Context: an optimization exercise on an open-source flow, tuned for small area. The choices shown serve that exercise and are no tape-out recipe.
The RTL was checked by simulation tests, not by an equivalence proof against the original design.
No driver is modelled on the clock port, so clocking that relies on it looks cheaper here than on a real chip.

## top
module top (clk,rst,addr_in,wr_in,sel,data_in,
  wr_out1,addr_out1,data_out1,wr_out2,addr_out2,data_out2,
  wr_out3,addr_out3,data_out3,wr_out4,addr_out4,data_out4,
  wr_out5,addr_out5,data_out5,wr_out6,addr_out6,data_out6,
  psel1,psel2,psel3,psel4,psel5,psel6);
  input clk;
  input rst;
  input [11:0] addr_in;
  input wr_in;  
  input sel;
  input [31:0] data_in;
  output wr_out1,wr_out2,wr_out3,wr_out4,wr_out5,wr_out6;
  output [11:0] addr_out1,addr_out2,addr_out3,addr_out4,addr_out5,addr_out6;
  output [31:0] data_out1,data_out2,data_out3,data_out4,data_out5,data_out6;
  output psel1,psel2,psel3,psel4,psel5,psel6 ;
  wire latch, acc_n;
  wire [2:0] sel_port;
  apb_master apb_m (.clk(clk), .rst(rst), .sel(sel), .addr_in(addr_in),
                    .latch(latch), .acc_n(acc_n), .sel_port(sel_port));
  apb_slave apb_s (clk, acc_n, sel_port, wr_in, addr_in, data_in,
        wr_out1,addr_out1,data_out1,wr_out2,addr_out2,data_out2,
        wr_out3,addr_out3,data_out3,wr_out4,addr_out4,data_out4,
        wr_out5,addr_out5,data_out5,wr_out6,addr_out6,data_out6,
        psel1,psel2,psel3,psel4,psel5,psel6);
endmodule
Size: about 430 cells after synthesis, roughly 55 flip-flops, ~0.0032 mm² of cells after synthesis.
==> flow/config.mk <==
export PLATFORM = sky130hd
export DESIGN_NAME = top
export DESIGN_NICKNAME = top
export VERILOG_FILES = /design/flow/design.v
export SDC_FILE = /design/flow/constraint.sdc
export NUM_CORES = 4
export LEC_CHECK = 0
export ABC_AREA = 1
export CAP_MARGIN = 0
export CORE_MARGIN = 2
export CORE_UTILIZATION = 50
export SLEW_MARGIN = 0
export SYNTH_HIERARCHICAL = 1
==> flow/constraint.sdc <==
create_clock -name core_clock -period 5.0 [get_ports {clk}]
set_input_delay 1.0000 -clock core_clock [delete_from_list [all_inputs] [get_ports {clk}]]
set_output_delay 1.0000 -clock core_clock [all_outputs]
set_load 0.01 [all_outputs]
standard.sh (not shown) runs the stock make flow with config.mk's settings and CLKGATE_MAP_FILE= SYNTH_SCRIPT=/design/flow/synth_recipe.tcl, a recipe that flattens the netlist after the stock synthesis.
==> flow/flow/run.sh <==
#!/bin/bash
# The standard layout (standard.sh: unchanged synthesis and ORFS steps),
# with these changes, made through ORFS's own variables and step hooks:
#  - port buffers are the smallest buffer cell (buf_1), not the cell
#    buffer_ports picks by default;
#  - before repair_design, combinational cells with a fanout of at most
#    DOWNSIZE_MAX_FANOUT are set to their smallest drive strength
#    (downsize.tcl); repair_design sizes up what needs it;
#  - the clock tree is built by clocktree.tcl: a small root buffer on the
#    clock port feeding a few leaf buffers, the smallest choice in
#    CLK_OPTIONS that keeps the registers' estimated clock slew within
#    CLK_MAX_SLEW_NS.
#    TritonCTS is then pointed at the clock port's net, which only feeds the
#    root buffer, so it adds nothing. The rest of the CTS step (legalisation,
#    timing repair) runs as usual.
set -o pipefail
here=$(cd "$(dirname "$0")" && pwd)
export BUFFER_PORTS_ARGS="-buffer_cell sky130_fd_sc_hd__buf_1"
export PRE_RESIZE_TCL=$here/downsize.tcl
export DOWNSIZE_MAX_FANOUT=4
export PRE_CTS_TCL=$here/clocktree.tcl
export CLK_OPTIONS="2:sky130_fd_sc_hd__buf_6 2:sky130_fd_sc_hd__buf_8 3:sky130_fd_sc_hd__buf_6 2:sky130_fd_sc_hd__buf_12 3:sky130_fd_sc_hd__buf_8 2:sky130_fd_sc_hd__clkbuf_16 3:sky130_fd_sc_hd__buf_12"
export CLK_MAX_SLEW_NS=0.118
export CLK_ROOT_CELL=sky130_fd_sc_hd__clkbuf_1
export CTS_ARGS="-dont_use_dummy_load -clk_nets clk"
bash standard.sh > standard.log 2>&1
==> flow/flow/clocktree.tcl <==
# Clock tree by hand, in place of TritonCTS's: the clock port drives one
# small root buffer (CLK_ROOT_CELL), which drives a few leaf buffers; the
# registers are split among the leaves by position (k-means on their
# locations), each leaf placed at its cluster's centre and the root at the
# leaves' centre.
# CLK_OPTIONS lists "count:cell" choices for the leaves, smallest total area
# first: the tree takes the first whose estimated slew at the registers'
# clock pins is at most CLK_MAX_SLEW_NS, or the last.
set ::block [ord::get_db_block]
set ::db [ord::get_db]
set ::clknet [$::block findNet clk]

set ::sinks {}
foreach it [$::clknet getITerms] {
  set bb [[$it getInst] getBBox]
  lappend ::sinks [list $it [expr {([$bb xMin]+[$bb xMax])/2.0}] [expr {([$bb yMin]+[$bb yMax])/2.0}]]
}
set n [llength $::sinks]

set ::root [odb::dbInst_create $::block [$::db findMaster $::env(CLK_ROOT_CELL)] clkbuf_root]
set ::rootnet [odb::dbNet_create $::block clknet_root]
$::rootnet setSigType CLOCK
[$::root findITerm A] connect $::clknet
[$::root findITerm X] connect $::rootnet

# k-means of the registers into nleaf clusters; returns {assignment cx cy}
proc clusters {nleaf} {
  set n [llength $::sinks]
  set sorted [lsort -real -index 1 $::sinks]
  set cx {}; set cy {}
  for {set k 0} {$k < $nleaf} {incr k} {
    set s [lindex $sorted [expr {int(($k + 0.5) * $n / $nleaf)}]]
    lappend cx [lindex $s 1]; lappend cy [lindex $s 2]
  }
  for {set iter 0} {$iter < 50} {incr iter} {
    set assign {}
    foreach s $::sinks {
      set best 0; set bd 1e30
      for {set k 0} {$k < $nleaf} {incr k} {
        set d [expr {abs([lindex $s 1]-[lindex $cx $k]) + abs([lindex $s 2]-[lindex $cy $k])}]
        if {$d < $bd} {set bd $d; set best $k}
      }
      lappend assign $best
    }
    set nx {}; set ny {}
    for {set k 0} {$k < $nleaf} {incr k} {
      set sx 0; set sy 0; set c 0
      foreach s $::sinks a $assign {
        if {$a == $k} { set sx [expr {$sx+[lindex $s 1]}]; set sy [expr {$sy+[lindex $s 2]}]; incr c }
      }
      if {$c > 0} { lappend nx [expr {$sx/$c}]; lappend ny [expr {$sy/$c}] } else { lappend nx [lindex $cx $k]; lappend ny [lindex $cy $k] }
    }
    set cx $nx; set cy $ny
  }
  return [list $assign $cx $cy]
}

proc build {nleaf cell} {
  lassign [clusters $nleaf] assign cx cy
  set rx 0; set ry 0
  for {set k 0} {$k < $nleaf} {incr k} {
    set leaf [odb::dbInst_create $::block [$::db findMaster $cell] clkbuf_leaf_$k]
    set net [odb::dbNet_create $::block clknet_leaf_$k]
    $net setSigType CLOCK
    [$leaf findITerm A] connect $::rootnet
    [$leaf findITerm X] connect $net
    set c 0
    foreach s $::sinks a $assign {
      if {$a == $k} { set it [lindex $s 0]; $it disconnect; $it connect $net; incr c }
    }
    $leaf setLocation [expr {int([lindex $cx $k])}] [expr {int([lindex $cy $k])}]
    $leaf setPlacementStatus PLACED
    set rx [expr {$rx + [lindex $cx $k]}]; set ry [expr {$ry + [lindex $cy $k]}]
    puts "clock tree: leaf $k, $cell, $c registers"
  }
  $::root setLocation [expr {int($rx/$nleaf)}] [expr {int($ry/$nleaf)}]
  $::root setPlacementStatus PLACED
}

# undo build: every register back on the clock port's net
proc teardown {nleaf} {
  foreach s $::sinks { set it [lindex $s 0]; $it disconnect; $it connect $::clknet }
  for {set k 0} {$k < $nleaf} {incr k} {
    odb::dbInst_destroy [$::block findInst clkbuf_leaf_$k]
    odb::dbNet_destroy [$::block findNet clknet_leaf_$k]
  }
}

proc clk_pin_slew_max {} {
  estimate_parasitics -placement
  set ms 0.0
  foreach p [get_pins -hierarchical */CLK] {
    set s [get_property $p slew_max]
    if {$s > $ms} { set ms $s }
  }
  return $ms
}

set_propagated_clock [all_clocks]
set options $::env(CLK_OPTIONS)
foreach opt $options {
  lassign [split $opt :] nleaf cell
  build $nleaf $cell
  set slew [clk_pin_slew_max]
  puts "clock tree: $nleaf x $cell, estimated clock-pin slew [format %.1f [expr {$slew * 1000}]] ps"
  if {$slew <= $::env(CLK_MAX_SLEW_NS) || $opt eq [lindex $options end]} { break }
  teardown $nleaf
}
Other scripts of this flow, unchanged in this note and not shown: flow/flow/downsize.tcl
The starting point never finished: it broke off in I/O pin placement (3_2_place_iop).
Rerun with:
--- a/flow/flow/run.sh
+++ b/flow/flow/run.sh
@@ -22 +22 @@
-export CLK_OPTIONS="2:sky130_fd_sc_hd__buf_6 2:sky130_fd_sc_hd__buf_8 3:sky130_fd_sc_hd__buf_6 2:sky130_fd_sc_hd__buf_12 3:sky130_fd_sc_hd__buf_8 2:sky130_fd_sc_hd__clkbuf_16 3:sky130_fd_sc_hd__buf_12"
+export CLK_OPTIONS="2:sky130_fd_sc_hd__buf_12 3:sky130_fd_sc_hd__buf_8 2:sky130_fd_sc_hd__clkbuf_16 3:sky130_fd_sc_hd__buf_12"
Settings changed: CORE_UTILIZATION 50 to 40.
- With this change the flow passed the timing, design-rule and antenna checks
- synthesized cell count is unchanged
- area after synthesis is unchanged

[afterwards: timing with drivers on the ports]
How much do the figures lean on ideal ports? The routed layout below was timed once more, with nothing changed but the port constraints.
Step 1: set_driving_cell puts a clkbuf_16 on clk and a buf_2 on each other input, an assumption about the parent block.
Step 2 adds t to the input delays and takes it off the output delays; t is the mean of the earliest and latest rising clock arrival at the registers after step 1. Input paths then give back, and output paths get back, about the clock's delay inside the block.
Slacks: ideal ports / drivers / drivers and shift; pairs: ideal ports / drivers.
run: the second run
shift t [ns]: 0.478
setup slack, ns: 1.956 / 1.924 / 2.402
slew at the worst register clock pin (ns): 0.11 / 0.11
After both steps the second run still meets setup and hold. For the second run, drivers alone change the setup slack by -0.032 ns; drivers and shift together by +0.446 ns.
